Source: an optimization exercise on an open RTL-to-GDS flow (aim: small area, a short achievable clock period and few clock cycles). Production flows keep margins and buffers that such runs may drop. Function was checked by simulation only, so behaviour that the tests miss may differ from the original. Power is estimated from default activity; no workload was simulated. The flow treats the clock pin as an ideal source, which a real chip does not have.

==> config.mk <==
export PLATFORM = sky130hd
export DESIGN_NAME = Tresholding
export DESIGN_NICKNAME = Tresholding
export VERILOG_FILES = /design/flow/design.v
export SDC_FILE = /design/flow/constraint.sdc
export NUM_CORES = 4
export LEC_CHECK = 0
export ABC_AREA = 1
export CAP_MARGIN = 20
export CORE_MARGIN = 2
export CORE_UTILIZATION = 40
export CTS_BUF_LIST = sky130_fd_sc_hd__clkbuf_8
export SETUP_SLACK_MARGIN = 5
export SLEW_MARGIN = 20
==> constraint.sdc <==
create_clock -name core_clock -period 8.0 [get_ports {Clk}]
set_input_delay 1.6000 -clock core_clock [delete_from_list [all_inputs] [get_ports {Clk}]]
set_output_delay 1.6000 -clock core_clock [all_outputs]
set_load 0.01 [all_outputs]
==> design.v <==
`timescale 1 ns/1 ns
module Tresholding(Go, P_Addr, P_Data, B_Addr, I_RW, I_En, O_RW, O_En, Done, T_Out, Clk, Rst);
	input Go;
	input [7:0] P_Data;
	output reg [16:0] P_Addr, B_Addr;
	output [7:0] T_Out;
	output I_RW, O_RW;
	output reg I_En, O_En, Done;
	input Clk, Rst;
	localparam K  = 8;           
	localparam L  = K + 4;       
	localparam NS = 320 / K;     
	localparam RW = 4;             
	assign I_RW = 1'b0;
	assign O_RW = 1'b1;
	reg         busy;            
	reg         run;             
	reg [RW-1:0] r;              
	reg [7:0]   cc;              
	reg [5:0]   s;               
	wire start   = Go & (~busy | Done);
	wire r_last  = (r == L-1);
	wire s_last  = (s == NS-1);
	wire c_end   = s_last ? (cc == 8'd241) : (cc == 8'd239);
	wire f_last  = r_last & s_last & (cc == 8'd241);
	wire rd_ok   = run & (cc < 8'd240) & ~((s == 0) & (r < 2)) & ~(s_last & (r >= L-2));
	wire ov      = run & (r >= 4) & ((cc >= 8'd2) | (s != 0));
	wire [1:0] otype = ~ov ? 2'd0 : ~r_last ? 2'd1 :
	                   ((cc == 8'd1) | (cc == 8'd241)) ? 2'd3 : 2'd2;
	always @(posedge Clk) begin
		if (Rst) begin
			busy <= 1'b0;
			run  <= 1'b0;
		end else begin
			if (start) begin
				busy <= 1'b1;
				run  <= 1'b1;
			end else begin
				if (Done) busy <= 1'b0;
				if (f_last) run <= 1'b0;
			end
		end
	end
	always @(posedge Clk) begin
		if (start) begin
			r  <= 0;
			cc <= 0;
			s  <= 0;
		end else if (run) begin
			if (r_last) begin
				r <= 0;
				if (c_end) begin
					cc <= 0;
					s  <= s + 1'b1;
				end else
					cc <= cc + 1'b1;
			end else
				r <= r + 1'b1;
		end
	end
	reg p_r0, p_c0;                  
	always @(posedge Clk) begin
		if (start) begin
			p_r0 <= 1'b1;
			p_c0 <= 1'b1;
		end else if (run) begin
			p_r0 <= r_last;
			p_c0 <= r_last & c_end;
		end
	end
	always @(posedge Clk) begin
		if (start)
			P_Addr <= 17'd479;
		else if (~p_r0)
			P_Addr <= P_Addr + 17'd240;
		else if (~p_c0)
			P_Addr <= P_Addr - (17'd240*(L-1) - 17'd1);
		else
			P_Addr <= P_Addr - 17'd959;
	end
	reg       rv, rvd;
	reg [3:0] m1, m2, m3;            
	reg [1:0] ot1, ot2, ot3, ot4, ot5, ot6, ot7;
	always @(posedge Clk) begin
		if (Rst) begin
			I_En <= 1'b0;
			rv   <= 1'b0;
			rvd  <= 1'b0;
			ot1 <= 0; ot2 <= 0; ot3 <= 0; ot4 <= 0; ot5 <= 0; ot6 <= 0;
			O_En <= 1'b0;
			Done <= 1'b0;
		end else begin
			I_En <= rd_ok;
			rv   <= I_En;
			rvd  <= rv;
			ot1  <= otype;
			ot2  <= ot1;
			ot3  <= ot2;
			ot4  <= ot3;
			ot5  <= ot4;
			ot6  <= ot5;
			O_En <= (ot6 != 2'd0);
			Done <= (ot6 == 2'd3) & ~run;
		end
	end
	always @(posedge Clk) begin
		m1 <= {(cc == 8'd0) | (cc == 8'd1), (cc == 8'd1), (cc == 8'd2), (cc == 8'd2) | (cc == 8'd3)};
		m2 <= m1;
		m3 <= m2;
		ot7 <= ot6;
	end
	always @(posedge Clk) begin
		if (start)
			B_Addr <= 17'd0;
		else if (O_En) begin
			if (ot7 == 2'd1)
				B_Addr <= B_Addr + 17'd240;
			else if (ot7 == 2'd2)
				B_Addr <= B_Addr - (17'd240*(K-1) - 17'd1);
			else
				B_Addr <= B_Addr + 17'd1;
		end
	end
	localparam N = 4*L;
	reg [7:0] sr [0:N-1];
	reg [7:0] pd;                    
	wire [7:0] din = rvd ? pd : 8'd0;
	integer i;
	always @(posedge Clk) begin
		pd    <= P_Data;
		sr[0] <= din;
		for (i = 1; i < N; i = i + 1)
			sr[i] <= sr[i-1];
	end
	wire [7:0] x4 = m3[3] ? 8'd0 : din;
	wire [7:0] x3 = m3[2] ? 8'd0 : sr[L-1];
	wire [7:0] x2 = sr[2*L-1];
	wire [7:0] x1 = m3[1] ? 8'd0 : sr[3*L-1];
	wire [7:0] x0 = m3[0] ? 8'd0 : sr[4*L-1];
	reg [8:0]  a04, a13;
	reg [10:0] c7;
	always @(posedge Clk) begin
		a04 <= x0 + x4;
		a13 <= x1 + x3;
		c7  <= {x2, 3'b000} - x2;
	end
	wire [7:0] c2 = sr[2*L];         
	reg [12:0] G;
	reg [16:0] X3;
	always @(posedge Clk) begin
		G   <= a04 + {a13, 2'b00} + c7;
		X3  <= {~c2, 8'd0} + {~c2, 3'd0} - {a13, 1'b0} - 17'd2040;
	end
	wire [7:0] c3 = sr[2*L+1];       
	reg [12:0] H0;
	reg [14:0] H1;
	reg [16:0] H3;
	always @(posedge Clk) begin
		H0 <= G;
		H1 <= {G, 2'b00} - {c3, 1'b0};
		H3 <= {G, 3'b000} - G + X3;
	end
	reg [12:0] Q1;
	reg [14:0] Q2;
	reg [16:0] Q3, Q4;
	wire [17:0] acc = Q4 + H0;
	reg  t;
	always @(posedge Clk) begin
		Q1 <= H0;
		Q2 <= Q1 + H1;
		Q3 <= Q2 + H3;
		Q4 <= Q3 + H1;
		t  <= acc[17] | acc[16];
	end
	assign T_Out = {8{t}};
endmodule
==> flow/run.sh <==
#!/bin/bash
# The standard layout, with ORFS's timing repair aiming at a larger setup
# margin and a clock tree without dummy loads.
bash standard.sh SETUP_SLACK_MARGIN=5.4 "CTS_ARGS=-sink_clustering_enable -repair_clock_nets -dont_use_dummy_load -buf_list sky130_fd_sc_hd__clkbuf_8 -sink_clustering_size 16 -sink_clustering_max_diameter 80" finish > standard.log 2>&1
==> standard.sh <==
#!/bin/bash
# synth_recipe.tcl (not shown) runs the flow's synth.tcl, then flattens the netlist and writes it again
# the make line also repeats each setting of config.mk as NAME=value (left out here)
make -C /OpenROAD-flow-scripts/flow DESIGN_CONFIG=/design/flow/config.mk WORK_HOME=/design/flow/orfs CLKGATE_MAP_FILE= SYNTH_SCRIPT=/design/flow/synth_recipe.tcl "${@:-finish}"
==> impl_metrics.py, run 1 <==
metrics = {
    "grt": {
        "grt_pass1_wl_um": 69300,
        "gr-usage-all-layers_pct": 15.0,
        "overflow": 0,
        "antenna_found_initial": 0,
        "grt_max_degree": 38,
        "grt_pass1_vias": 14296,
    },
    "die": {
        "die_area_sq_mm": 0.0570,
        "ios": 58,
        "die_h_um": 239,
        "rows": 86,
        "coreArea_sq_mm": 0.0548,
        "die_w_um": 239,
        "start_util_pct": 40.3,
    },
    "route": {
        "via_per_inst": 4.74,
        "ant_nets": 0,
        "drcViolationCount": 0,
        "dr.pass1.iters": 5,
        "post_drt_wl_per_cell_um": 13.8,
        "drt_wl_total_um": 42000,
        "vias": 14437,
        "drtIter0Drc": 596,
    },
    "timing": {
        "rsz0062_at_grt": "yes",
        "tightest_slew_ns": 0.676,
        "fin_crit_sh_pct": 34.3,
        "finalClockSkew_ns": 0.0953,
        "max_clock_freq_ghz": 0.364,
        "fin_worst_hold_slack_ns": 0.275,
        "finalHoldViolCount": 0,
        "setup_viol": 0,
        "period_needed_ns": 2.74,
        "final.setup.tns_ns": 0,
        "slew_viol_final": 0,
        "relSlewSlack_pct": 54.8,
    },
    "final_layout": {
        "final_nets": 2529,
        "fillerInstances": 5222,
        "n_antenna_cell": 0,
        "area_delta_synth_final_pct": 10.9,
        "drive_above_1_share_pct": 8.28,
        "stdcell_count": 3046,
    },
    "pwr": {
        "vdd_drop_max_mv": 0.151,
        "seq_power_share_pct": 54.9,
        "p_leak_nw": 11.0,
        "power.share.clock_pct": 22.6,
        "power_switching_w": 0.00189,
        "swShare_pct": 29.4,
        "power_density_mw_per_mm2": 263,
        "p_comb_share_pct": 22.5,
        "total_power_w": 0.00643,
        "p_int_w": 0.00454,
    },
    "synth": {
        "synth-edff-count": 0,
        "synthAdderAreaFrac_pct": 10.8,
        "synth-seq-cells": 641,
        "synth_area_leaders": "dfxtp_1, ha_1, nand2_1",
        "synth_top_area_share_pct": 58.2,
        "yosysWarnings": 2,
        "synth_cell_types": 44,
        "synth_ff_type": "dfxtp_1",
        "syn_inst": 2233,
        "async_flop_share_pct": 0,
        "synth_largest_area_cell": "dfxtp_1",
        "synth_compound_area_share_pct": 7.53,
        "yosysSeqAreaShare_pct": 58.2,
        "syn-num-nets": 2418,
        "synth.most_common_cell": "dfxtp_1",
        "synth-simple-area-share_pct": 13.0,
        "synth_top_family_by_area": "simple AND/OR/NAND/NOR gates",
        "avgSynthCellArea_sq_um": 9.88,
        "synth-xor-area-share_pct": 4.69,
        "synth_area_sq_mm": 0.0221,
        "synthTopCellsByCount": "dfxtp_1, nand2_1, inv_1",
        "synth_mux_area_share_pct": 0,
    },
    "setup_path": {
        "startpoint_type": "flip-flop",
        "max_stage_delay_ns": 0.37,
        "path_class": "reg2out",
        "crit_buf_inv": 1,
        "cp_top_family": "flip-flops",
        "endpoint_kind": "output pin",
        "slowest_stage": "dfxtp_4",
        "path_cells": "buf_6",
        "worstPathArrival_ns": 1.14,
        "cp_data_required_time_ns": 6.40,
        "crit_path_max_fanout": 2,
    },
    "outcome": {
        "status": "complete, no violations",
    },
    "flow_run": {
        "max_cap_viol_count": 0,
    },
    "clock_tree": {
        "cts_root_buffer": "clkbuf_8",
        "clk_pin_slew_ns": 0.10,
        "clock_latency_ns": 0.65,
        "cts_hold_buf": 0,
        "cts_max_level": 2,
        "cts_buffers": 47,
        "clock-sinks": 641,
        "clock_path_buffers": 3,
        "cts_tree": "built",
    },
    "placement": {
        "dpl.cell_count": 2959,
        "gp_congestion": 0.902,
        "io_buffers": 55,
        "dp_hpwl_um": 30700,
    },
    "worst_hold_path": {
        "min_path_type": "reg2reg",
    },
}
-- final cells by class --
type | count | area [sq um] | share of cell area, %
Sequential cell | 641 | 12900 | 53.0
Multi-Input combinational cell | 1270 | 8000 | 32.7
Inverter | 287 | 1080 | 4.42
Timing Repair Buffer | 97 | 898 | 3.67
Tap cell | 704 | 881 | 3.60
Clock buffer | 47 | 647 | 2.65
-- sequential cells by signal, indices dropped and copies added (netlist names), 13 cells and up --
signal,count
Q1,13
H1,13
X3,16
H3,17
Q2,15
G,13
sr,384
P_Addr,17
Q3,17
B_Addr,17
Q4,17
-- logic make-up (layout without fill, tap and decap cells) --
family                   after synthesis  count (layout)
buffers and inverters                322             431
AND/OR/NAND/NOR                      678             678
flip-flops                           641             641
AO/OA/AOI/OAI                        298             298
adder cells (fa/ha/maj)              174             174
XOR/XNOR                             118             118
other                                  2               2
-- metrics by stage --
step / area, sq um / util, % / worst slack, ns
global route: 24500 / 44.6 / 5.17
finish: 24500 / 44.6 / 5.26
floorplan: 22100 / - / 5.61
CTS: 24400 / 44.5 / 5.19
global placement: 23300 / 42.6 / 4.57
detailed placement: 23300 / 42.6 / 4.56
-- what timing repair did --
item / CTS / global route
endpoints found under the hold margin: 0 / 0
setup buffers: 35 / 5
endpoints found under the setup margin: 58 / 56
pin swaps: 0 / 2
resized for setup: 290 / 15
-- metal layers --
metal,global-route usage (%),wire length (um),vias to the layer above
met1,19.4,19700,6720
li1,-,-,7385
met5,0,0,-
met4,5.25,1080,0
met3,2.67,1630,83
met2,25.1,19600,249
-- placed cells by master, fill, tap and decap left out, types with 3 or more instances in the layout --
cell             netlist  layout
inv_2                  4       4
o2111ai_1              7       7
xnor2_1               28      28
ha_1                 147     147
nand4_1               26      26
xor2_1                90      90
nand2_2                3       3
clkbuf_8               0      47
o211ai_1               6       6
buf_6                  1      40
a21oi_2                0       3
o21ai_1                7       7
a21o_1                12      12
nor4_1                 7       7
a41oi_1                4       4
nand3_1              126     126
nor3_1                22      22
a31oi_1               10      10
nor3b_1                4       4
buf_4                 11      41
inv_1                281     280
nand2_1              305     305
a211oi_1               3       3
buf_2                  4       5
o21bai_1               9       9
dfxtp_1              641     599
clkdlybuf4s50_1        0      10
nor2_1               175     174
nand3b_1               6       6
dfxtp_2                0      16
o31ai_1                4       4
dfxtp_4                0      26
fa_1                  27      27
a21oi_1              149     145
o21ai_0               77      75
-- power groups by stage --
stage               Combinational (W)  Clock, W  Sequential, W
floorplan                    0.000998         0        0.00357
global placement              0.00133         0        0.00361
detailed placement            0.00134         0        0.00361
CTS                           0.00143   0.00154        0.00353
global route                  0.00165   0.00165        0.00355
finish                        0.00145   0.00146        0.00353
-- path summary, 6_finish.rpt --
check / from / end / cells after the start / slack [ns]
worst max-delay path: P_Addr[8]$_SDFF_PP1_ / P_Addr[8] / 1 / 5.26
worst min-delay path: sr[45][0]$_DFF_P_ / sr[46][0]$_DFF_P_ / 0 / 0.27
worst max register to register: G[5]$_DFF_P_ / H3[15]$_DFF_P_ / 9 / 5.56
worst min register to register: sr[45][0]$_DFF_P_ / sr[46][0]$_DFF_P_ / 0 / 0.27
Testbench counts, summed over its fixed seeds: cycles 345,693.
==> run 2: changes to the inputs <==
--- a/config.mk
+++ b/config.mk
@@ -5,10 +5,9 @@
 export SDC_FILE = /design/flow/constraint.sdc
 export NUM_CORES = 4
 export LEC_CHECK = 0
-export ABC_AREA = 1
 export CAP_MARGIN = 20
 export CORE_MARGIN = 2
-export CORE_UTILIZATION = 40
+export CORE_UTILIZATION = 60
 export CTS_BUF_LIST = sky130_fd_sc_hd__clkbuf_8
 export SETUP_SLACK_MARGIN = 5
 export SLEW_MARGIN = 20
==> run 2 against run 1 <==
  * Core utilization is 24 points higher
  * Sequential share of layout area up 0.97 points
  * Clock skew shrank 0.022 ns
  * Area after synthesis shrank 3.1%
  * Highest routed layer unchanged
  * Critical endpoint is now T_Out[1]
  * Global-route usage rose by 5.3 points
  * Still clean
==> impl_metrics.py, run 2 <==
metrics = {
    "clock_tree": {
        "clock_latency_ns": 0.64,
        "cts_tree": "built",
        "clock_path_buffers": 3,
        "cts_hold_buf": 0,
        "cts_buffers": 46,
        "cts_max_level": 2,
        "clk_pin_slew_ns": 0.10,
        "cts_root_buffer": "clkbuf_8",
        "clock-sinks": 641,
    },
    "die": {
        "rows": 69,
        "coreArea_sq_mm": 0.0353,
        "ios": 58,
        "die_h_um": 193,
        "die_area_sq_mm": 0.0371,
        "start_util_pct": 60.5,
        "die_w_um": 193,
    },
    "route": {
        "drcViolationCount": 0,
        "via_per_inst": 5.16,
        "drtIter0Drc": 617,
        "vias": 12729,
        "ant_nets": 0,
        "post_drt_wl_per_cell_um": 14.8,
        "drt_wl_total_um": 36400,
        "dr.pass1.iters": 6,
    },
    "pwr": {
        "p_int_w": 0.00463,
        "p_leak_nw": 10.2,
        "power_switching_w": 0.00171,
        "vdd_drop_max_mv": 0.250,
        "swShare_pct": 27.0,
        "power_density_mw_per_mm2": 263,
        "seq_power_share_pct": 55.8,
        "power.share.clock_pct": 22.4,
        "p_comb_share_pct": 21.8,
    },
    "synth": {
        "synth-simple-area-share_pct": 10.5,
        "synth_compound_area_share_pct": 8.89,
        "synthAdderAreaFrac_pct": 11.1,
        "synth.most_common_cell": "dfxtp_1",
        "synthTopCellsByCount": "dfxtp_1, ha_1, inv_1",
        "synth_area_leaders": "dfxtp_1, ha_1, xnor2_1",
        "syn_inst": 1874,
        "avgSynthCellArea_sq_um": 11.4,
        "synth-seq-cells": 641,
        "synth_top_family_by_area": "adder cells",
        "synth_ff_type": "dfxtp_1",
        "synth-edff-count": 0,
        "async_flop_share_pct": 0,
        "synth_largest_area_cell": "dfxtp_1",
        "yosysWarnings": 2,
        "synth_mux_area_share_pct": 0.334,
        "yosysSeqAreaShare_pct": 60.1,
        "synth_area_sq_mm": 0.0214,
        "syn-num-nets": 2059,
        "synth-xor-area-share_pct": 5.66,
        "synth_top_area_share_pct": 60.1,
        "synth_cell_types": 73,
    },
    "setup_path": {
        "crit_start": "t$_DFF_P_",
        "worstPathArrival_ns": 1.13,
        "r2r-start": "G[1]$_DFF_P_",
        "cp_top_family": "flip-flops",
        "crit_buf_inv": 1,
        "max_stage_delay_ns": 0.43,
        "path_cells": "buf_6",
        "endpoint_kind": "output pin",
        "path_class": "reg2out",
        "cp_data_required_time_ns": 6.40,
        "slowest_stage": "dfxtp_4",
        "startpoint_type": "flip-flop",
        "crit_path_max_fanout": 8,
    },
    "timing": {
        "slew_viol_final": 0,
        "setup_viol": 0,
        "period_needed_ns": 2.73,
        "final.setup.tns_ns": 0,
        "fin_ws_ns": 5.27,
        "rsz0062_at_grt": "yes",
        "max_clock_freq_ghz": 0.366,
        "finalHoldViolCount": 0,
        "fin_crit_sh_pct": 34.1,
        "fin_worst_hold_slack_ns": 0.309,
        "tightest_slew_ns": 0.794,
        "relSlewSlack_pct": 47.0,
        "finalClockSkew_ns": 0.0733,
    },
    "final_layout": {
        "fillerInstances": 2693,
        "ff_latch_area_sq_mm": 0.0130,
        "largest_reg_flops": 384,
        "final_nets": 2193,
        "top_register": "sr",
        "drive_above_1_share_pct": 15.2,
        "layout_commonest_cell": "dfxtp_1",
        "final_util_pct": 68.2,
        "final_cell_mix": "dfxtp_1, ha_1, nor2_1, inv_1, xnor2_1",
        "design_area_sq_mm": 0.0241,
        "area_delta_synth_final_pct": 12.7,
        "multi_input_comb_area_sq_mm": 0.00822,
    },
    "worst_hold_path": {
        "min_path_type": "reg2reg",
        "hold_path_startpoint": "sr[46][0]$_DFF_P_",
    },
    "grt": {
        "grt_max_degree": 39,
        "overflow": 0,
        "antenna_found_initial": 2,
        "grt_pass1_wl_um": 60100,
        "gr-usage-all-layers_pct": 20.3,
        "grt_pass1_vias": 12778,
    },
    "placement": {
        "dp_hpwl_um": 25500,
        "preCtsSetupSlack_ns": 4.82,
        "io_buffers": 55,
        "gp_congestion": 0.818,
        "post_dp_cell_area_sq_mm": 0.0223,
    },
    "flow_run": {
        "max_cap_viol_count": 0,
    },
    "outcome": {
        "status": "complete, no violations",
    },
}
run 2: cell types whose count changed after synthesis, moves of 61 or more:
| cell | change |
|---|---|
| a21oi_1 | -61 |
| nand2_1 | -224 |
| nand3_1 | -90 |
| nor2b_1 | +63 |
| inv_1 | -145 |
| xnor2_1 | +63 |
run 2: path summary, 6_finish.rpt:
path              cells after the start                 to  slack [ns]
setup / recovery                      1           T_Out[1]        5.27
hold / removal                        0  sr[47][0]$_DFF_P_        0.31
setup reg to reg                     12     H3[15]$_DFF_P_        5.41
hold reg to reg                       0  sr[47][0]$_DFF_P_        0.31
run 2: final cells by class:
type	instances	share of cell area, %
inverters	137	2.15
repair buffers	127	4.79
diodes	1	0.0104
well taps	461	2.39
clock buffers	46	2.63
flip-flops and latches	641	53.9
multi-input cells	1055	34.1
run 2: power by group through the flow:
stage / registers (W) / clock network [W] / logic [W]
2_1_floorplan: 0.00359 / 0 / 0.000910
3_3_place_gp: 0.00362 / 0 / 0.00114
3_5_place_dp: 0.00362 / 0 / 0.00118
4_1_cts: 0.00354 / 0.00148 / 0.00134
5_1_grt: 0.00356 / 0.00159 / 0.00155
6_report: 0.00353 / 0.00142 / 0.00138
run 2: per-stage QoR:
stage | power, W | cells
after floorplan | 0.00450 | 1874
after global placement | 0.00476 | 2351
after detailed placement | 0.00480 | 2351
after CTS | 0.00636 | 2453
after global routing | 0.00670 | 2467
final | 0.00633 | 2468
run 2: kinds of logic after synthesis:
| group | after synthesis |
|---|---|
| xor+xnor | 138 |
| fa+ha+maj | 174 |
| compound gates | 295 |
| other cells | 2 |
| flops | 641 |
| mux | 7 |
| buf+inv | 178 |
| simple gates | 439 |
run 2: layer usage:
layer	GRT usage [%]	routed length (um)	up-vias	part of all wire (%)
li1	-	-	6522	-
met1	25.0	16600	5935	45
met2	35.9	17700	209	49
met3	3.06	1220	63	3.3
met4	7.66	934	0	2.6
met5	0	0	-	0
run 2: what timing repair did:
item                                    4_1_cts  5_1_grt
pin swaps                                    38       34
setup buffers                                56       14
gates resized for setup                     358       45
hold endpoints to repair                      0        0
endpoints found under the setup margin       67       70
==> run 3: changes to the inputs <==
--- a/config.mk
+++ b/config.mk
@@ -7,7 +7,7 @@
 export LEC_CHECK = 0
 export CAP_MARGIN = 20
 export CORE_MARGIN = 2
-export CORE_UTILIZATION = 60
+export CORE_UTILIZATION = 40
 export CTS_BUF_LIST = sky130_fd_sc_hd__clkbuf_8
 export SETUP_SLACK_MARGIN = 5
 export SLEW_MARGIN = 20
==> run 3 against run 2 <==
  * Still clean
  * Count of clock-buffer cells in the layout increased by 1
  * Core utilization decreased by 22 points
  * Via count increased by 0.63%
  * Flip-flop and latch count unchanged
  * Fmax increased by 0.26%
  * First-iteration DRC count decreased by 23%
  * Power increased by 0.38%
  * Sequential power about the same
  * Largest power group unchanged
==> impl_metrics.py, run 3 <==
metrics = {
    "outcome": {
        "status": "complete, no violations",
    },
    "route": {
        "dr.pass1.iters": 5,
        "drcViolationCount": 0,
        "ant_nets": 0,
        "drtIter0Drc": 473,
        "drt_wl_total_um": 38000,
        "via_per_inst": 4.77,
        "vias": 12809,
        "post_drt_wl_per_cell_um": 14.2,
    },
    "final_layout": {
        "final_nets": 2184,
        "layout_commonest_cell": "dfxtp_1",
        "area_delta_synth_final_pct": 13.5,
        "fillerInstances": 4843,
        "largest_reg_flops": 384,
        "final_cell_mix": "dfxtp_1, ha_1, inv_1, nor2_1, xnor2_1",
        "ff_latch_area_sq_mm": 0.0130,
        "top_register": "sr",
        "final_util_pct": 46.0,
        "drive_above_1_share_pct": 14.3,
        "multi_input_comb_area_sq_mm": 0.00819,
        "stdcell_count": 2686,
    },
    "synth": {
        "synth-edff-count": 0,
        "yosysSeqAreaShare_pct": 60.1,
        "synth_top_area_share_pct": 60.1,
        "yosysWarnings": 2,
        "synth_area_leaders": "dfxtp_1, ha_1, xnor2_1",
        "synth_ff_type": "dfxtp_1",
        "syn-num-nets": 2059,
        "synth.most_common_cell": "dfxtp_1",
        "synthTopCellsByCount": "dfxtp_1, ha_1, inv_1",
        "syn_inst": 1874,
        "synth_area_sq_mm": 0.0214,
        "avgSynthCellArea_sq_um": 11.4,
        "synth-seq-cells": 641,
        "async_flop_share_pct": 0,
        "synth_cell_types": 73,
        "synth_largest_area_cell": "dfxtp_1",
    },
    "timing": {
        "period_needed_ns": 2.72,
        "rsz0062_at_grt": "yes",
        "slew_viol_final": 0,
        "tightest_slew_ns": 0.819,
        "setup_viol": 0,
        "final.setup.tns_ns": 0,
        "finalHoldViolCount": 0,
        "max_clock_freq_ghz": 0.367,
        "fin_crit_sh_pct": 34.1,
        "finalClockSkew_ns": 0.0642,
        "relSlewSlack_pct": 45.3,
    },
    "grt": {
        "overflow": 0,
        "gr-usage-all-layers_pct": 13.9,
        "grt_pass1_vias": 13038,
        "antenna_found_initial": 1,
        "grt_max_degree": 39,
        "grt_pass1_wl_um": 63500,
    },
    "flow_run": {
        "max_cap_viol_count": 0,
    },
    "pwr": {
        "vdd_drop_max_mv": 0.174,
        "power_density_mw_per_mm2": 262,
        "p_leak_nw": 10.2,
    },
    "die": {
        "die_w_um": 235,
        "start_util_pct": 40.6,
        "die_area_sq_mm": 0.0553,
        "coreArea_sq_mm": 0.0527,
        "die_h_um": 235,
        "ios": 58,
        "rows": 84,
    },
    "setup_path": {
        "max_stage_delay_ns": 0.36,
        "worstPathArrival_ns": 1.12,
        "path_class": "reg2out",
        "path_cells": "buf_6",
        "cp_data_required_time_ns": 6.40,
        "slowest_stage": "dfxtp_4",
        "crit_buf_inv": 1,
        "startpoint_type": "flip-flop",
        "endpoint_kind": "output pin",
        "crit_path_max_fanout": 2,
        "cp_top_family": "flip-flops",
    },
    "placement": {
        "dp_hpwl_um": 26500,
        "gp_congestion": 0.819,
        "dpl.cell_count": 2579,
        "io_buffers": 55,
    },
    "clock_tree": {
        "cts_root_buffer": "clkbuf_8",
        "cts_buffers": 47,
        "clock_latency_ns": 0.65,
        "cts_max_level": 2,
        "clk_pin_slew_ns": 0.10,
        "cts_tree": "built",
        "clock_path_buffers": 3,
        "cts_hold_buf": 0,
        "clock-sinks": 641,
    },
    "worst_hold_path": {
        "min_path_type": "reg2reg",
    },
}
[run 3: logic make-up after synthesis]
group           after synthesis  synth area share, %
flops                       641                 60.1
other cells                   2               0.0351
mux                           7                0.334
simple gates                439                 10.5
xor+xnor                    138                 5.66
compound gates              295                 8.89
fa+ha+maj                   174                 11.1
buf+inv                     178                 3.44
[run 3: layer usage]
metal	track usage (%)	routed length, um
met1	17.9	18000
met3	2.31	1290
met4	5.26	1090
met5	0	0
met2	23.5	17600
[run 3: metrics by stage]
stage	cell area, sq um	hold WS [ns]	power (W)	worst slack (ns)
global route	24200	0.284	0.00675	5.19
global placement	22600	0.310	0.00476	4.85
finish	24200	0.287	0.00636	5.28
floorplan	21400	0.310	0.00450	5.38
CTS	24000	0.286	0.00640	5.20
detailed placement	22600	0.312	0.00480	4.81
[run 3: repair_timing]
item | in CTS | in global routing
endpoints found under the hold margin | 0 | 0
setup buffers | 47 | 12
resized for setup | 343 | 45
setup endpoints to repair | 62 | 75
pin swaps | 32 | 34
[run 3: report_power, final]
part | internal, W | switching [W] | leakage (nW) | total [W]
Sequential | 0.00342 | 0.000115 | 5.22 | 0.00353
Combinational | 0.000682 | 0.000691 | 4.63 | 0.00137
Clock | 0.000527 | 0.000925 | 0.338 | 0.00145
[run 3: worst reg2reg max path, stage by stage (launching register included)]
cell and delay [ns]:
dfxtp_2 0.33, inv_2 0.03, fa_1 0.54, inv_2 0.06, ha_4 0.21, a21o_1 0.16
a21oi_2 0.14, o21bai_1 0.11, a2111o_1 0.42, a31o_4 0.26, a21oi_2 0.14, xnor2_1 0.12
[run 3: final timing paths]
path	to	depth (start not counted)	slack, ns	from
worst min-delay path	sr[17][2]$_DFF_P_	0	0.29	sr[16][2]$_DFF_P_
worst max register to register	G[10]$_DFF_P_	11	5.42	c7[2]$_DFF_P_
worst min register to register	sr[17][2]$_DFF_P_	0	0.29	sr[16][2]$_DFF_P_
worst max-delay path	P_Addr[0]	1	5.28	P_Addr[0]$_SDFFE_PP1P_
[run 3: area by class of cell]
cell class                 count  area share (%)
antenna                        1          0.0103
clock buffer                  47            2.67
inverter                     137            2.12
multi-input combinational   1055            33.8
sequential                   641            53.6
tap                          688            3.55
timing repair buffer         117            4.30
==> run 4: changes to the inputs <==
--- a/design.v
+++ b/design.v
@@ -146,24 +146,24 @@
 	end
 	wire [7:0] c2 = sr[2*L];         
 	reg [12:0] G;
-	reg [16:0] X3;
+	reg [14:0] X3;
 	always @(posedge Clk) begin
 		G   <= a04 + {a13, 2'b00} + c7;
-		X3  <= {~c2, 8'd0} + {~c2, 3'd0} - {a13, 1'b0} - 17'd2040;
+		X3  <= 15'd0 - {a13, 1'b0} - {c2, 3'b000};
 	end
 	wire [7:0] c3 = sr[2*L+1];       
 	reg [12:0] H0;
-	reg [14:0] H1;
-	reg [16:0] H3;
+	reg [14:0] H1, H3;
 	always @(posedge Clk) begin
 		H0 <= G;
 		H1 <= {G, 2'b00} - {c3, 1'b0};
 		H3 <= {G, 3'b000} - G + X3;
 	end
+	wire [7:0] c4 = sr[2*L+4];       
 	reg [12:0] Q1;
 	reg [14:0] Q2;
-	reg [16:0] Q3, Q4;
-	wire [17:0] acc = Q4 + H0;
+	reg [15:0] Q3, Q4;
+	wire [17:0] acc = Q4 + H0 + {~c4, 8'd0};
 	reg  t;
 	always @(posedge Clk) begin
 		Q1 <= H0;
==> run 4 against run 3 <==
  * Register-to-register slack is essentially flat
  * Via count grew 0.78%
  * Sequential power is essentially flat
  * Global-route usage grew 0.30 points
  * Clock power is essentially flat
  * Fmax shrank 0.63%
  * Clock skew grew 0.0086 ns
  * Highest routed layer unchanged
==> impl_metrics.py, run 4 <==
metrics = {
    "outcome": {
        "status": "complete, no violations",
    },
    "timing": {
        "max_clock_freq_ghz": 0.365,
        "finalClockSkew_ns": 0.0728,
        "fin_ws_ns": 5.26,
        "slew_viol_final": 0,
        "final.setup.tns_ns": 0,
        "relSlewSlack_pct": 36.9,
        "setup_viol": 0,
        "fin_crit_sh_pct": 34.3,
        "finalHoldViolCount": 0,
        "tightest_slew_ns": 0.944,
        "fin_worst_hold_slack_ns": 0.274,
        "rsz0062_at_grt": "yes",
        "period_needed_ns": 2.74,
    },
    "synth": {
        "synth_ff_type": "dfxtp_1",
        "synth-seq-cells": 633,
        "syn-num-nets": 2060,
        "synthTopCellsByCount": "dfxtp_1, ha_1, inv_1",
        "synth_largest_area_cell": "dfxtp_1",
        "synth.most_common_cell": "dfxtp_1",
        "synth_top_area_share_pct": 59.2,
        "synth_area_sq_mm": 0.0214,
        "syn_inst": 1859,
        "synth_cell_types": 75,
        "avgSynthCellArea_sq_um": 11.5,
        "yosysSeqAreaShare_pct": 59.2,
        "async_flop_share_pct": 0,
        "synth_area_leaders": "dfxtp_1, ha_1, xnor2_1",
        "yosysWarnings": 2,
        "synth-edff-count": 0,
    },
    "final_layout": {
        "final_cell_mix": "dfxtp_1, ha_1, inv_1, nor2_1, xnor2_1",
        "drive_above_1_share_pct": 14.2,
        "final_nets": 2196,
        "largest_reg_flops": 384,
        "reg_top3": "sr (384), B_Addr (17), P_Addr (17)",
        "layout_commonest_cell": "dfxtp_1",
        "area_delta_synth_final_pct": 13.4,
        "top_register": "sr",
    },
    "route": {
        "wl_met2_um": 18500,
        "m1WireLength_um": 18200,
        "route.met3.wl_um": 1630,
        "dr.pass1.iters": 5,
        "vias": 12909,
        "drtIter0Drc": 496,
        "via_per_inst": 4.81,
        "ant_nets": 0,
        "post_drt_wl_per_cell_um": 14.7,
        "drcViolationCount": 0,
        "drt_wl_total_um": 39300,
        "topRoutingLayerUsed": "met4",
    },
    "setup_path": {
        "r2r_slack_ns": 5.43,
        "r2r-start": "X3[5]$_DFF_P_",
        "crit_buf_inv": 1,
        "endpoint_kind": "output pin",
        "startpoint_type": "flip-flop",
        "worstPathArrival_ns": 1.14,
        "path_class": "reg2out",
        "r2r_cells": 10,
        "rr_endpoint": "H3[14]$_DFF_P_",
        "slowest_stage": "dfxtp_4",
        "path_cells": "buf_6",
        "cp_data_required_time_ns": 6.40,
        "crit_path_max_fanout": 2,
        "max_stage_delay_ns": 0.38,
        "cp_top_family": "flip-flops",
    },
    "clock_tree": {
        "clock_path_buffers": 3,
        "clock-sinks": 633,
        "cts_root_buffer": "clkbuf_8",
        "cts_buffers": 46,
        "cts_max_level": 2,
        "cts_tree": "built",
        "clock_latency_ns": 0.65,
        "clk_pin_slew_ns": 0.11,
        "cts_hold_buf": 0,
    },
    "die": {
        "die_w_um": 235,
        "coreArea_sq_mm": 0.0528,
        "ios": 58,
        "start_util_pct": 40.6,
        "die_h_um": 235,
        "rows": 84,
        "die_area_sq_mm": 0.0554,
    },
    "grt": {
        "grt_pass1_wl_um": 64200,
        "antenna_found_initial": 0,
        "overflow": 0,
        "gr-usage-all-layers_pct": 14.2,
        "grt_max_degree": 35,
        "grt_pass1_vias": 13075,
    },
    "placement": {
        "io_buffers": 55,
        "preCtsSetupSlack_ns": 4.81,
        "gp_congestion": 0.816,
        "dp_hpwl_um": 27400,
    },
    "worst_hold_path": {
        "hold_end": "sr[1][0]$_DFF_P_",
        "min_path_type": "reg2reg",
        "hold_path_startpoint": "sr[0][0]$_DFF_P_",
        "hold_path_depth": 0,
    },
    "flow_run": {
        "max_cap_viol_count": 0,
    },
    "pwr": {
        "total_power_w": 0.00679,
        "vdd_drop_max_mv": 0.155,
        "p_leak_nw": 10.3,
        "power_density_mw_per_mm2": 279,
    },
}
[run 4: changes by cell type after synthesis, moves of 7 or more]
cell and delta:
a21o_1 +8, a21oi_1 -10, buf_2 -7, dfxtp_1 -8, ha_1 +12, inv_1 -8, nor2_1 -7
[run 4: worst max path at each step]
| stage | startpoint | endpoint | cells past startpoint |
|---|---|---|---|
| final | B_Addr[5]$_SDFFE_PP0P_ | B_Addr[5] | 1 |
| after global routing | P_Addr[6]$_SDFF_PP1_ | P_Addr[6] | 1 |
| after CTS | P_Addr[4]$_SDFF_PP1_ | P_Addr[4] | 1 |
| after detailed placement | Go | p_c0$_SDFFE_PP1P_ | 5 |
| after global placement | Go | p_c0$_SDFFE_PP1P_ | 5 |
| after floorplan | G[2]$_DFF_P_ | H3[14]$_DFF_P_ | 10 |
[run 4: logic make-up after synthesis]
logic type	synth area share (%)
xor+xnor	5.68
mux	0.280
buf+inv	2.93
compound gates	9.15
other cells	0.0351
simple gates	10.6
flops	59.2
fa+ha+maj	12.2
[run 4: through the flow]
step | cell area (sq um) | utilization [%] | instances
finish | 24300 | 46.0 | 2683
global placement | 22700 | 43.0 | 2575
floorplan | 21400 | - | 1859
global route | 24300 | 46.0 | 2681
detailed placement | 22700 | 43.0 | 2575
CTS | 24000 | 45.5 | 2670
[run 4: routing by layer]
| metal | global-route usage [%] | vias up |
|---|---|---|
| met5 | 0 | - |
| met4 | 4.52 | 0 |
| met3 | 2.97 | 76 |
| met2 | 24.8 | 235 |
| met1 | 17.6 | 6085 |
| li1 | - | 6513 |
[run 4: report_power, final]
part / total [W] / internal, W / switching (W)
Clock: 0.00143 / 0.000516 / 0.000916
Sequential: 0.00353 / 0.00339 / 0.000138
Combinational: 0.00183 / 0.000888 / 0.000940
Total: 0.00679 / 0.00479 / 0.00199
[run 4: cell type report]
class | count | area, sq um
Antenna cell | 2 | 5.00
Tap cell | 688 | 861
Multi-Input combinational cell | 1070 | 8390
Fill cell | 4818 | 28500
Clock buffer | 46 | 633
Inverter | 128 | 483
Timing Repair Buffer | 116 | 1070
Sequential cell | 633 | 12800
[run 4: repair_timing]
action                     CTS  global route
resized for setup          335            51
setup buffers               49            11
setup endpoints to repair   69            64
cloned                       0             0
pin swaps                   14            28
[run 4: worst register-to-register path: stages (launching register included)]
cell      delay, ns
dfxtp_2        0.34
inv_2          0.03
fa_1           0.54
inv_2          0.05
ha_4           0.23
nand2_1        0.07
o211ai_1       0.14
or4_4          0.47
a31oi_4        0.26
nor2_2         0.05
a211o_1        0.27
Testbench counts of run 4, summed over its fixed seeds: cycles 345,693.
==> run 5: changes to the inputs <==
--- a/design.v
+++ b/design.v
@@ -146,24 +146,24 @@
 	end
 	wire [7:0] c2 = sr[2*L];         
 	reg [12:0] G;
-	reg [14:0] X3;
+	reg [16:0] X3;
 	always @(posedge Clk) begin
 		G   <= a04 + {a13, 2'b00} + c7;
-		X3  <= 15'd0 - {a13, 1'b0} - {c2, 3'b000};
+		X3  <= {~c2, 8'd0} + {~c2, 3'd0} - {a13, 1'b0} - 17'd2040;
 	end
 	wire [7:0] c3 = sr[2*L+1];       
 	reg [12:0] H0;
-	reg [14:0] H1, H3;
+	reg [14:0] H1;
+	reg [16:0] H3;
 	always @(posedge Clk) begin
 		H0 <= G;
 		H1 <= {G, 2'b00} - {c3, 1'b0};
 		H3 <= {G, 3'b000} - G + X3;
 	end
-	wire [7:0] c4 = sr[2*L+4];       
 	reg [12:0] Q1;
 	reg [14:0] Q2;
-	reg [15:0] Q3, Q4;
-	wire [17:0] acc = Q4 + H0 + {~c4, 8'd0};
+	reg [16:0] Q3, Q4;
+	wire [17:0] acc = Q4 + H0;
 	reg  t;
 	always @(posedge Clk) begin
 		Q1 <= H0;
==> flow/run.sh (replaced) <==
#!/bin/bash
# The standard layout, with ORFS's timing repair aiming at a larger setup
# margin and a clock tree without dummy loads.
bash standard.sh SETUP_SLACK_MARGIN=5.4 "CTS_ARGS=-sink_clustering_enable -repair_clock_nets -dont_use_dummy_load -root_buf sky130_fd_sc_hd__clkbuf_16 -buf_list sky130_fd_sc_hd__clkbuf_16 -sink_clustering_size 24 -sink_clustering_max_diameter 80" finish > standard.log 2>&1
==> run 5 against run 4 <==
  * Cell area up 0.74%
  * Still clean
  * Clock power is 24% higher
  * Register-to-register slack worse by 0.07 ns
  * Die area decreased by 0.23%
==> impl_metrics.py, run 5 <==
metrics = {
    "outcome": {
        "status": "complete, no violations",
    },
    "worst_hold_path": {
        "hold_path_startpoint": "sr[21][7]$_DFF_P_",
        "min_path_type": "reg2reg",
        "hold_path_depth": 0,
        "hold_end": "sr[22][7]$_DFF_P_",
    },
    "synth": {
        "synth.most_common_cell": "dfxtp_1",
        "synth_compound_area_share_pct": 8.89,
        "synth_mux_area_share_pct": 0.334,
        "synth-edff-count": 0,
        "synth-simple-area-share_pct": 10.5,
        "synthAdderAreaFrac_pct": 11.1,
        "syn_inst": 1874,
        "synth_cell_types": 73,
        "synth_top_family_by_area": "adder cells",
        "synth-xor-area-share_pct": 5.66,
        "synth_largest_area_cell": "dfxtp_1",
        "synthTopCellsByCount": "dfxtp_1, ha_1, inv_1",
        "syn-num-nets": 2059,
        "yosysWarnings": 2,
        "synth_top_area_share_pct": 60.1,
        "synth-seq-cells": 641,
        "synth_ff_type": "dfxtp_1",
        "yosysSeqAreaShare_pct": 60.1,
        "async_flop_share_pct": 0,
        "synth_area_leaders": "dfxtp_1, ha_1, xnor2_1",
        "avgSynthCellArea_sq_um": 11.4,
        "synth_area_sq_mm": 0.0214,
    },
    "timing": {
        "finalHoldViolCount": 0,
        "period_needed_ns": 2.68,
        "max_clock_freq_ghz": 0.373,
        "tightest_slew_ns": 0.809,
        "final.setup.tns_ns": 0,
        "relSlewSlack_pct": 46.0,
        "setup_viol": 0,
        "finalClockSkew_ns": 0.0772,
        "fin_crit_sh_pct": 33.5,
        "slew_viol_final": 0,
        "rsz0062_at_grt": "yes",
    },
    "route": {
        "post_drt_wl_per_cell_um": 14.2,
        "vias": 12762,
        "dr.pass1.iters": 7,
        "drcViolationCount": 0,
        "drt_wl_total_um": 37900,
        "ant_nets": 0,
        "via_per_inst": 4.77,
        "drtIter0Drc": 514,
    },
    "setup_path": {
        "crit_path_max_fanout": 8,
        "cp_data_required_time_ns": 6.40,
        "slowest_stage": "dfxtp_4",
        "r2r_slack_ns": 5.36,
        "crit_buf_inv": 1,
        "endpoint_kind": "output pin",
        "r2r_cells": 12,
        "worst-path-stages": 1,
        "startpoint_type": "flip-flop",
        "max_stage_delay_ns": 0.43,
        "path_cells": "buf_6",
        "cp_top_family": "flip-flops",
        "path_class": "reg2out",
        "rr_endpoint": "H3[15]$_DFF_P_",
        "r2r-start": "G[1]$_DFF_P_",
        "worstPathArrival_ns": 1.08,
    },
    "pwr": {
        "power_density_mw_per_mm2": 274,
        "p_leak_nw": 10.3,
        "vdd_drop_max_mv": 0.201,
    },
    "final_layout": {
        "final_util_pct": 46.5,
        "fillerInstances": 4809,
        "final_nets": 2171,
        "drive_above_1_share_pct": 13.4,
        "final_cell_mix": "dfxtp_1, ha_1, inv_1, nor2_1, xnor2_1",
        "layout_commonest_cell": "dfxtp_1",
        "multi_input_comb_area_sq_mm": 0.00814,
        "area_delta_synth_final_pct": 14.5,
        "stdcell_count": 2674,
        "largest_reg_flops": 384,
        "ff_latch_area_sq_mm": 0.0130,
        "top_register": "sr",
    },
    "die": {
        "coreArea_sq_mm": 0.0527,
        "rows": 84,
        "die_area_sq_mm": 0.0553,
        "die_w_um": 235,
        "ios": 58,
        "start_util_pct": 40.6,
        "die_h_um": 235,
    },
    "clock_tree": {
        "cts_root_buffer": "clkbuf_16",
        "cts_max_level": 2,
        "cts_buffers": 37,
        "clock-sinks": 641,
        "cts_hold_buf": 0,
        "clk_pin_slew_ns": 0.09,
        "clock_latency_ns": 0.58,
        "cts_tree": "built",
        "clock_path_buffers": 3,
    },
    "placement": {
        "io_buffers": 55,
        "gp_congestion": 0.819,
        "dpl.cell_count": 2579,
        "dp_hpwl_um": 26500,
    },
    "grt": {
        "grt_pass1_wl_um": 63400,
        "antenna_found_initial": 0,
        "grt_max_degree": 39,
        "gr-usage-all-layers_pct": 13.9,
        "grt_pass1_vias": 12950,
        "overflow": 0,
    },
    "flow_run": {
        "max_cap_viol_count": 0,
    },
}
==> run 5: worst max-delay path by stage <==
| stage | start | endpoint | slack, ns |
|---|---|---|---|
| after floorplan | a13[0]$_DFF_P_ | G[11]$_DFF_P_ | 5.38 |
| after global placement | Rst | ot1[0]$_SDFF_PP0_ | 4.85 |
| after global routing | a13[1]$_DFF_P_ | G[11]$_DFF_P_ | 5.22 |
| final | t$_DFF_P_ | T_Out[5] | 5.32 |
| after detailed placement | Rst | ot1[0]$_SDFF_PP0_ | 4.81 |
| after CTS | t$_DFF_P_ | T_Out[2] | 5.29 |
==> run 5: cells by family (layout without fill, tap and decap cells) <==
| family | Yosys count | after routing |
|---|---|---|
| mux | 7 | 7 |
| other cells | 2 | 4 |
| compound gates | 295 | 295 |
| buf+inv | 178 | 288 |
| simple gates | 439 | 439 |
| xor+xnor | 138 | 138 |
| fa+ha+maj | 174 | 174 |
| flops | 641 | 641 |
==> run 5: worst register-to-register path: stages, from the launching register on <==
cell and delay, ns:
dfxtp_2 0.35, inv_2 0.06, ha_4 0.27, ha_4 0.12, inv_2 0.04, fa_2 0.38, nor2b_4 0.14, o31a_1 0.18
o2111ai_2 0.15, a21o_1 0.24, a21oi_2 0.19, mux2i_1 0.22, o2111ai_1 0.13
==> run 5: power breakdown <==
group          leakage [nW]  total [W]  switching, W  internal (W)
logic                  4.62    0.00137      0.000687      0.000683
clock network         0.456    0.00178      0.000958      0.000824
registers              5.22    0.00354      0.000118       0.00342
total                  10.3    0.00669       0.00176       0.00493
==> run 5: timing repair <==
item                       in CTS  in global routing
setup endpoints to repair      63                 70
pin swaps                      35                 23
buffers inserted               48                  8
resized for setup             336                 38
==> run 5: layer usage <==
metal,wire length (um),track usage [%]
met3,1540,2.39
met5,0,0
met1,17700,17.9
met2,17700,23.4
met4,1020,5.06
==> run 5: area by class of cell <==
class	instances	area share (%)
Sequential cell	641	53.1
Multi-Input combinational cell	1055	33.3
Timing Repair Buffer	114	4.25
Clock buffer	37	3.78
Tap cell	688	3.52
Inverter	137	2.10
Antenna cell	2	0.0205
==> run 5: stage by stage <==
step | setup slack, ns | hold WS [ns] | total power, W | area [sq um]
2_1_floorplan | 5.38 | 0.310 | 0.00450 | 21400
3_3_place_gp | 4.85 | 0.310 | 0.00476 | 22600
3_5_place_dp | 4.81 | 0.312 | 0.00480 | 22600
4_1_cts | 5.29 | 0.289 | 0.00672 | 24200
5_1_grt | 5.22 | 0.304 | 0.00708 | 24500
6_report | 5.32 | 0.289 | 0.00669 | 24500
Testbench counts of run 5, summed over its fixed seeds: cycles 345,693.
==> run 6: changes to the inputs <==
==> flow/run.sh (replaced) <==
#!/bin/bash
# The standard layout, with ORFS's timing repair aiming at a larger setup
# margin and a clock tree without dummy loads.
bash standard.sh SETUP_SLACK_MARGIN=5.4 "CTS_ARGS=-sink_clustering_enable -repair_clock_nets -dont_use_dummy_load -root_buf sky130_fd_sc_hd__clkbuf_16 -buf_list {sky130_fd_sc_hd__clkbuf_8 sky130_fd_sc_hd__clkbuf_16} -sink_clustering_size 16 -sink_clustering_max_diameter 80" finish > standard.log 2>&1
==> run 6 against run 5 <==
  * Still clean
  * Register-to-register slack improved by 0.03 ns
  * Clock skew is 0.011 ns lower
  * Setup slack improved by 0.0084 ns
  * Wire length about the same
  * Power is 3.5% higher
  * Via count grew 0.38%
  * Sequential share of layout area down 0.49 points
  * Fmax grew 0.31%
  * First-iteration DRC count shrank 15%
  * Sequential power about the same
  * Critical path depth unchanged
  * Area after synthesis did not move
  * Critical path type unchanged
==> impl_metrics.py, run 6 <==
metrics = {
    "timing": {
        "setup_viol": 0,
        "fin_crit_sh_pct": 33.4,
        "slew_viol_final": 0,
        "max_clock_freq_ghz": 0.374,
        "final.setup.tns_ns": 0,
        "finalClockSkew_ns": 0.0664,
        "tightest_slew_ns": 0.821,
        "rsz0062_at_grt": "yes",
        "period_needed_ns": 2.68,
        "finalHoldViolCount": 0,
        "relSlewSlack_pct": 45.2,
    },
    "setup_path": {
        "worstPathArrival_ns": 1.08,
        "startpoint_type": "flip-flop",
        "slowest_stage": "dfxtp_4",
        "endpoint_kind": "output pin",
        "path_cells": "buf_2",
        "max_stage_delay_ns": 0.40,
        "cp_data_required_time_ns": 6.40,
        "crit_buf_inv": 1,
        "path_class": "reg2out",
        "cp_top_family": "flip-flops",
        "crit_path_max_fanout": 8,
    },
    "pwr": {
        "vdd_drop_max_mv": 0.177,
        "power_density_mw_per_mm2": 280,
        "p_leak_nw": 10.4,
    },
    "grt": {
        "gr-usage-all-layers_pct": 14.0,
        "grt_pass1_vias": 13055,
        "grt_pass1_wl_um": 63900,
        "overflow": 0,
        "grt_max_degree": 39,
        "antenna_found_initial": 0,
    },
    "route": {
        "via_per_inst": 4.78,
        "vias": 12810,
        "drt_wl_total_um": 38000,
        "drtIter0Drc": 436,
        "drcViolationCount": 0,
        "post_drt_wl_per_cell_um": 14.2,
        "dr.pass1.iters": 5,
        "ant_nets": 0,
    },
    "synth": {
        "synth_area_leaders": "dfxtp_1, ha_1, xnor2_1",
        "synth_cell_types": 73,
        "syn-num-nets": 2059,
        "synth_area_sq_mm": 0.0214,
        "yosysSeqAreaShare_pct": 60.1,
        "synth_top_area_share_pct": 60.1,
        "synth.most_common_cell": "dfxtp_1",
        "syn_inst": 1874,
        "avgSynthCellArea_sq_um": 11.4,
        "async_flop_share_pct": 0,
        "synth_ff_type": "dfxtp_1",
        "synthTopCellsByCount": "dfxtp_1, ha_1, inv_1",
        "synth-edff-count": 0,
        "synth-seq-cells": 641,
        "yosysWarnings": 2,
        "synth_largest_area_cell": "dfxtp_1",
    },
    "clock_tree": {
        "clk_pin_slew_ns": 0.07,
        "cts_tree": "built",
        "clock_latency_ns": 0.60,
        "cts_root_buffer": "clkbuf_16",
        "clock_path_buffers": 3,
        "clock-sinks": 641,
        "cts_max_level": 2,
        "cts_hold_buf": 0,
        "cts_buffers": 47,
    },
    "die": {
        "die_area_sq_mm": 0.0553,
        "rows": 84,
        "die_h_um": 235,
        "ios": 58,
        "coreArea_sq_mm": 0.0527,
        "start_util_pct": 40.6,
        "die_w_um": 235,
    },
    "final_layout": {
        "top_register": "sr",
        "drive_above_1_share_pct": 13.7,
        "final_cell_mix": "dfxtp_1, ha_1, inv_1, nor2_1, xnor2_1",
        "design_area_sq_mm": 0.0247,
        "largest_reg_flops": 384,
        "layout_commonest_cell": "dfxtp_1",
        "ff_latch_area_sq_mm": 0.0130,
        "fillerInstances": 4799,
        "multi_input_comb_area_sq_mm": 0.00814,
        "area_delta_synth_final_pct": 15.6,
        "final_nets": 2180,
        "n_antenna_cell": 0,
    },
    "placement": {
        "gp_congestion": 0.819,
        "io_buffers": 55,
        "dp_hpwl_um": 26500,
        "post_dp_cell_area_sq_mm": 0.0226,
    },
    "worst_hold_path": {
        "min_path_type": "reg2reg",
    },
    "flow_run": {
        "max_cap_viol_count": 0,
    },
    "outcome": {
        "status": "complete, no violations",
    },
}
## run 6: kinds of logic (layout without fill, tap and decap cells)
group | after synthesis | after routing | synth area share [%]
XOR/XNOR | 138 | 138 | 5.66
AND/OR/NAND/NOR | 439 | 439 | 10.5
buffers and inverters | 178 | 297 | 3.44
multiplexers | 7 | 7 | 0.334
adder cells (fa/ha/maj) | 174 | 174 | 11.1
flip-flops | 641 | 641 | 60.1
AO/OA/AOI/OAI | 295 | 295 | 8.89
other | 2 | 2 | 0.0351
## run 6: where the power goes
| group | leakage (nW) | switching (W) | internal (W) |
|---|---|---|---|
| Clock | 0.579 | 0.000991 | 0.00103 |
| Sequential | 5.22 | 0.000116 | 0.00342 |
| Combinational | 4.62 | 0.000685 | 0.000675 |
## run 6: repair_timing
item                                    4_1_cts  5_1_grt
endpoints found under the setup margin       62       76
setup buffers                                46        9
resized for setup                           340       35
pin swaps                                    37       24
## run 6: worst paths after layout
path	from	to	slack (ns)	cells past startpoint
setup / recovery	t$_DFF_P_	T_Out[3]	5.32	1
setup reg to reg	G[1]$_DFF_P_	H3[15]$_DFF_P_	5.39	12
hold reg to reg	sr[16][2]$_DFF_P_	sr[17][2]$_DFF_P_	0.28	0
hold / removal	sr[16][2]$_DFF_P_	sr[17][2]$_DFF_P_	0.28	0
## run 6: worst register-to-register path, delay by kind of cell, from the launching register on
family,cells,cell delay (ns)
compound gates,5,0.90
fa+ha+maj,3,0.77
buf+inv,2,0.10
flops,1,0.34
mux,1,0.22
simple gates,1,0.14
## run 6: cell type report
class                      instances  share of cell area, %
sequential                       641                   52.6
multi-input combinational       1055                   33.0
clock buffer                      47                   4.76
timing repair buffer             113                   4.16
tap                              688                   3.49
inverter                         137                   2.08
## run 6: metrics by stage
| step | util [%] | total power, W | std cells | worst slack (ns) | hold slack [ns] |
|---|---|---|---|---|---|
| final | 46.9 | 0.00692 | 2681 | 5.32 | 0.278 |
| after global routing | 46.9 | 0.00732 | 2681 | 5.25 | 0.281 |
| after global placement | 43.0 | 0.00476 | 2579 | 4.85 | 0.310 |
| after detailed placement | 43.0 | 0.00480 | 2579 | 4.81 | 0.312 |
| after floorplan | - | 0.00450 | 1874 | 5.38 | 0.310 |
| after CTS | 46.6 | 0.00698 | 2672 | 5.30 | 0.281 |
## run 6: layer usage
metal	vias up	part of all wire, %	GRT usage, %
li1	6507	-	-
met1	6059	47	18.0
met2	184	47	23.8
met3	60	3.6	2.61
met4	0	2.4	4.26
met5	-	0	0
==> run 7: changes to the inputs <==
==> flow/run.sh (replaced) <==
#!/bin/bash
# The standard layout, with ORFS's timing repair aiming at a larger setup
# margin and a clock tree without dummy loads.
bash standard.sh SETUP_SLACK_MARGIN=5.4 "CTS_ARGS=-sink_clustering_enable -repair_clock_nets -dont_use_dummy_load -root_buf sky130_fd_sc_hd__clkbuf_16 -buf_list sky130_fd_sc_hd__clkbuf_16 -sink_clustering_size 36 -sink_clustering_max_diameter 100" finish > standard.log 2>&1
==> run 7 against run 6 <==
  * Cell area fell by 2.2%
  * Non-clock buffer count down 2
  * Synthesized cell count stayed put
  * Critical path depth unchanged
  * Wire length fell by 1.8%
  * Critical path type unchanged
==> impl_metrics.py, run 7 <==
metrics = {
    "outcome": {
        "status": "complete, no violations",
    },
    "synth": {
        "yosysWarnings": 2,
        "synth_top_area_share_pct": 60.1,
        "synth_cell_types": 73,
        "synth_area_sq_mm": 0.0214,
        "synth-seq-cells": 641,
        "syn_inst": 1874,
        "synth_ff_type": "dfxtp_1",
        "synthTopCellsByCount": "dfxtp_1, ha_1, inv_1",
        "synth_area_leaders": "dfxtp_1, ha_1, xnor2_1",
        "syn-num-nets": 2059,
        "yosysSeqAreaShare_pct": 60.1,
        "synth_largest_area_cell": "dfxtp_1",
        "avgSynthCellArea_sq_um": 11.4,
        "synth-edff-count": 0,
        "async_flop_share_pct": 0,
        "synth.most_common_cell": "dfxtp_1",
    },
    "flow_run": {
        "max_cap_viol_count": 0,
    },
    "timing": {
        "max_clock_freq_ghz": 0.370,
        "fin_crit_sh_pct": 33.8,
        "fin_ws_ns": 5.29,
        "rsz0062_at_grt": "yes",
        "relSlewSlack_pct": 45.2,
        "period_needed_ns": 2.71,
        "fin_worst_hold_slack_ns": 0.251,
        "tightest_slew_ns": 0.821,
        "finalClockSkew_ns": 0.0827,
        "finalHoldViolCount": 0,
        "setup_viol": 0,
        "slew_viol_final": 0,
        "final.setup.tns_ns": 0,
    },
    "clock_tree": {
        "cts_max_level": 1,
        "cts_buffers": 24,
        "cts_hold_buf": 0,
        "clock_latency_ns": 0.60,
        "cts_root_buffer": "clkbuf_16",
        "clock_path_buffers": 3,
        "clock-sinks": 641,
        "cts_tree": "built",
        "clk_pin_slew_ns": 0.12,
    },
    "pwr": {
        "vdd_drop_max_mv": 0.154,
        "power_density_mw_per_mm2": 262,
        "p_leak_nw": 10.1,
    },
    "setup_path": {
        "max_stage_delay_ns": 0.38,
        "slowest_stage": "dfxtp_4",
        "startpoint_type": "flip-flop",
        "endpoint_kind": "output pin",
        "path_cells": "buf_6",
        "path_class": "reg2out",
        "crit_path_max_fanout": 2,
        "cp_top_family": "flip-flops",
        "r2r-start": "G[2]$_DFF_P_",
        "crit_start": "I_En$_SDFF_PP0_",
        "crit_buf_inv": 1,
        "cp_data_required_time_ns": 6.40,
        "worstPathArrival_ns": 1.11,
    },
    "grt": {
        "antenna_found_initial": 0,
        "grt_pass1_vias": 12700,
        "grt_pass1_wl_um": 62300,
        "overflow": 0,
        "gr-usage-all-layers_pct": 13.5,
        "grt_max_degree": 39,
    },
    "final_layout": {
        "area_delta_synth_final_pct": 13.1,
        "layout_commonest_cell": "dfxtp_1",
        "top_register": "sr",
        "final_cell_mix": "dfxtp_1, ha_1, inv_1, nor2_1, xnor2_1",
        "fillerInstances": 4824,
        "ff_latch_area_sq_mm": 0.0130,
        "multi_input_comb_area_sq_mm": 0.00816,
        "final_nets": 2155,
        "drive_above_1_share_pct": 13.2,
        "largest_reg_flops": 384,
        "final_util_pct": 45.9,
    },
    "route": {
        "dr.pass1.iters": 5,
        "ant_nets": 0,
        "drt_wl_total_um": 37300,
        "post_drt_wl_per_cell_um": 14.0,
        "vias": 12668,
        "via_per_inst": 4.77,
        "drcViolationCount": 0,
        "drtIter0Drc": 466,
    },
    "die": {
        "die_w_um": 235,
        "ios": 58,
        "start_util_pct": 40.6,
        "die_area_sq_mm": 0.0553,
        "coreArea_sq_mm": 0.0527,
        "rows": 84,
        "die_h_um": 235,
    },
    "placement": {
        "preCtsSetupSlack_ns": 4.81,
        "gp_congestion": 0.819,
        "dp_hpwl_um": 26500,
        "io_buffers": 55,
    },
    "worst_hold_path": {
        "min_path_type": "reg2reg",
        "hold_path_startpoint": "sr[21][7]$_DFF_P_",
    },
}
## run 7: cell counts after synthesis
Identical to the previous run, type by type.
## run 7: path summary, 6_finish.rpt
path / endpoint / slack [ns] / depth (start not counted)
worst min-delay path: sr[22][7]$_DFF_P_ / 0.25 / 0
worst max register to register: H3[15]$_DFF_P_ / 5.38 / 11
worst min register to register: sr[22][7]$_DFF_P_ / 0.25 / 0
worst max-delay path: I_En / 5.29 / 1
## run 7: worst reg2reg max path: cells and delay by family (launching register included)
kind                     cells  cell delay [ns]
adder cells (fa/ha/maj)      2             0.81
buffers and inverters        2             0.11
flip-flops                   1             0.34
multiplexers                 1             0.21
AO/OA/AOI/OAI                6             1.00
## run 7: kinds of logic after synthesis
kind of cell             after synthesis  share of synthesized area [%]
buffers and inverters                178                           3.44
AO/OA/AOI/OAI                        295                           8.89
flip-flops                           641                           60.1
multiplexers                           7                          0.334
XOR/XNOR                             138                           5.66
adder cells (fa/ha/maj)              174                           11.1
AND/OR/NAND/NOR                      439                           10.5
other                                  2                         0.0351
## run 7: cell type report
class                   instances  share of cell area (%)
flip-flops and latches        641                    53.8
well taps                     688                    3.56
inverters                     137                    2.13
clock buffers                  24                    2.49
diodes                          1                  0.0104
multi-input cells            1055                    33.8
repair buffers                111                    4.28
## run 7: timing repair
| action | 4_1_cts | 5_1_grt |
|---|---|---|
| cloned | 0 | 0 |
| hold endpoints to repair | 0 | 0 |
| pin swaps | 30 | 21 |
| setup endpoints to repair | 61 | 71 |
| gates resized for setup | 347 | 42 |
| buffers inserted | 45 | 8 |
## run 7: stage by stage
| stage | area (sq um) | total power (W) | cells |
|---|---|---|---|
| after detailed placement | 22600 | 0.00480 | 2579 |
| final | 24200 | 0.00634 | 2657 |
| after global routing | 24200 | 0.00670 | 2656 |
| after floorplan | 21400 | 0.00450 | 1874 |
| after CTS | 24000 | 0.00636 | 2648 |
| after global placement | 22600 | 0.00476 | 2579 |
## run 7: power by group
part	internal, W	switching, W
Combinational	0.000685	0.000691
Clock	0.000542	0.000878
Sequential	0.00342	0.000119
Total	0.00465	0.00169
## run 7: per-layer routing
metal  global-route usage, %  vias to the layer above  part of all wire [%]
met4                    3.70                        0                   2.5
met1                    17.9                     6004                    48
li1                        -                     6451                     -
met3                    1.77                       57                   2.8
met2                    23.1                      156                    47
met5                       0                        -                     0
==> run 8: changes to the inputs <==
==> flow/run.sh (replaced) <==
#!/bin/bash
# The standard layout, with ORFS's timing repair aiming at a larger setup
# margin and a clock tree without dummy loads.
bash standard.sh SETUP_SLACK_MARGIN=5.6 "CTS_ARGS=-sink_clustering_enable -repair_clock_nets -dont_use_dummy_load -buf_list sky130_fd_sc_hd__clkbuf_8 -sink_clustering_size 16 -sink_clustering_max_diameter 80 -root_buf sky130_fd_sc_hd__clkbuf_16" finish > standard.log 2>&1
==> run 8 against run 7 <==
  * Final cell count up 1.4%
  * Non-clock buffer count increased by 13
  * Die area did not move
  * Count of clock-buffer cells in the layout grew 23
  * Global-route usage up 0.40 points
  * Wire length rose by 2.3%
  * Core utilization increased by 0.87 points
  * Power rose by 2.4%
  * Critical endpoint is now T_Out[1]
  * Area after synthesis unchanged
  * Clock power grew 7%
==> impl_metrics.py, run 8 <==
metrics = {
    "outcome": {
        "status": "complete, no violations",
    },
    "die": {
        "die_area_sq_mm": 0.0553,
        "die_h_um": 235,
        "rows": 84,
        "start_util_pct": 40.6,
        "die_w_um": 235,
    },
    "synth": {
        "async_flop_share_pct": 0,
        "synth_largest_area_cell": "dfxtp_1",
        "synth_cell_types": 73,
        "synth-edff-count": 0,
        "synth_area_leaders": "dfxtp_1, ha_1, xnor2_1",
        "synth_mux_area_share_pct": 0.334,
        "syn_inst": 1874,
        "yosysSeqAreaShare_pct": 60.1,
        "synth-seq-cells": 641,
        "synth_ff_type": "dfxtp_1",
        "synth_compound_area_share_pct": 8.89,
        "synthTopCellsByCount": "dfxtp_1, ha_1, inv_1",
        "synth-simple-area-share_pct": 10.5,
        "synthAdderAreaFrac_pct": 11.1,
        "yosysWarnings": 2,
        "synth_area_sq_mm": 0.0214,
        "synth.most_common_cell": "dfxtp_1",
    },
    "timing": {
        "fin_ws_ns": 5.34,
        "period_needed_ns": 2.66,
        "fin_worst_hold_slack_ns": 0.292,
        "slew_viol_final": 0,
        "setup_viol": 0,
        "fin_crit_sh_pct": 33.3,
        "tightest_slew_ns": 0.853,
        "relSlewSlack_pct": 43.1,
    },
    "setup_path": {
        "r2r_cells": 12,
        "max_stage_delay_ns": 0.43,
        "path_cells": "buf_6",
        "startpoint_type": "flip-flop",
        "endpoint_kind": "output pin",
        "cp_data_required_time_ns": 6.40,
        "worst-path-stages": 1,
        "worstPathArrival_ns": 1.06,
    },
    "route": {
        "via_per_inst": 4.74,
        "drtIter0Drc": 473,
        "drcViolationCount": 0,
        "ant_nets": 0,
        "post_drt_wl_per_cell_um": 14.1,
        "dr.pass1.iters": 4,
        "vias": 12761,
    },
    "grt": {
        "gr-usage-all-layers_pct": 13.9,
        "grt_pass1_vias": 12927,
        "grt_pass1_wl_um": 63800,
        "overflow": 0,
        "antenna_found_initial": 1,
        "grt_max_degree": 24,
    },
    "clock_tree": {
        "clock_path_buffers": 3,
        "clock_latency_ns": 0.55,
        "cts_tree": "built",
        "clock-sinks": 641,
    },
    "placement": {
        "preCtsSetupSlack_ns": 4.78,
        "gp_congestion": 0.822,
        "dp_hpwl_um": 26000,
        "dpl.cell_count": 2578,
        "post_dp_cell_area_sq_mm": 0.0227,
    },
    "final_layout": {
        "final_nets": 2192,
        "drive_above_1_share_pct": 17.2,
        "final_cell_mix": "dfxtp_1, ha_1, nor2_1, inv_1, xnor2_1",
        "top_register": "sr",
        "design_area_sq_mm": 0.0246,
        "largest_reg_flops": 384,
    },
    "pwr": {
        "vdd_drop_max_mv": 0.181,
        "power_density_mw_per_mm2": 264,
    },
    "worst_hold_path": {
        "min_path_type": "reg2reg",
        "hold_path_depth": 0,
    },
}
run 8: cell counts after synthesis:
Identical to the previous run, type by type.
run 8: final cells by class:
cell class,instances,area [sq um]
sequential,641,13000
fill,4763,28000
tap,688,861
timing repair buffer,124,1140
clock buffer,47,703
multi-input combinational,1056,8380
inverter,137,520
antenna,2,5.00
run 8: path summary, 6_finish.rpt:
| path | start | slack, ns | endpoint |
|---|---|---|---|
| worst max-delay path | t$_DFF_P_ | 5.34 | T_Out[1] |
| worst min-delay path | sr[37][2]$_DFF_P_ | 0.29 | sr[38][2]$_DFF_P_ |
| worst max register to register | G[1]$_DFF_P_ | 5.35 | H3[15]$_DFF_P_ |
| worst min register to register | sr[37][2]$_DFF_P_ | 0.29 | sr[38][2]$_DFF_P_ |
run 8: cells by family after synthesis:
logic type,count (synthesis)
xor gates and xnor gates,138
muxes,7
adders and majority gates,174
AOI/OAI and AO/OA,295
and+or+nand+nor,439
buffers and inverters,178
DFF,641
other,2
run 8: report_power, final:
| group | leakage, nW | switching, W | internal [W] |
|---|---|---|---|
| clock network | 0.364 | 0.000934 | 0.000587 |
| registers | 5.23 | 0.000117 | 0.00342 |
| logic | 4.71 | 0.000711 | 0.000717 |
| total | 10.3 | 0.00176 | 0.00472 |
run 8: metrics by stage:
stage | total power, W | util, %
global placement | 0.00479 | 43.2
CTS | 0.00650 | 46.1
detailed placement | 0.00482 | 43.2
finish | 0.00649 | 46.8
global route | 0.00686 | 46.7
floorplan | 0.00452 | -
run 8: repair_timing:
| item | 4_1_cts | 5_1_grt |
|---|---|---|
| buffers inserted | 55 | 12 |
| cloned | 1 | 0 |
| pin swaps | 27 | 32 |
| gates resized for setup | 358 | 70 |
| setup endpoints to repair | 92 | 94 |
| hold buffers | 0 | 0 |
run 8: worst register-to-register path, stage by stage, from the launching register on:
cell and delay (ns):
dfxtp_4 0.38, inv_4 0.05, ha_4 0.26, ha_4 0.12
inv_1 0.05, fa_2 0.39, nor2b_4 0.13, o31a_1 0.19
o2111ai_2 0.14, a21o_1 0.23, a21oi_2 0.21, mux2i_1 0.21
o2111ai_1 0.13
run 8: per-layer routing:
layer / track usage, % / vias up / wire length, um
met5: 0 / - / 0
met4: 4.22 / 0 / 968
met3: 2.42 / 67 / 1130
met2: 23.3 / 140 / 17800
met1: 18.3 / 6050 / 18200
li1: - / 6504 / -

what the ideal ports hide:
How much do the figures lean on ideal ports? The routed layouts below were timed once more, with nothing changed but the port constraints.
Step 1, drivers: a clkbuf_16 drives Clk and a buf_2 each remaining input, both assumed.
Step 2 also shifts input and output timing later by t, the mid clock arrival at the registers, as if the neighbouring blocks saw the same clock.
Slacks: ideal / step 1 / step 2; pairs: ideal / step 1.
| run | shift t [ns] | setup slack, ns |
|---|---|---|
| run 1 | 0.652 | 5.256 / 5.209 / 4.850 |
| run 2 | 0.651 | 5.268 / 5.219 / 4.868 |
| run 3 | 0.671 | 5.275 / 5.222 / 4.827 |
| run 4 | 0.667 | 5.258 / 5.205 / 4.838 |
| run 5 | 0.605 | 5.316 / 5.258 / 4.889 |
| run 6 | 0.623 | 5.325 / 5.267 / 4.880 |
| run 7 | 0.617 | 5.294 / 5.236 / 4.917 |
| run 8 | 0.586 | 5.335 / 5.279 / 5.182 |
After both steps setup and hold are still met in every run listed.
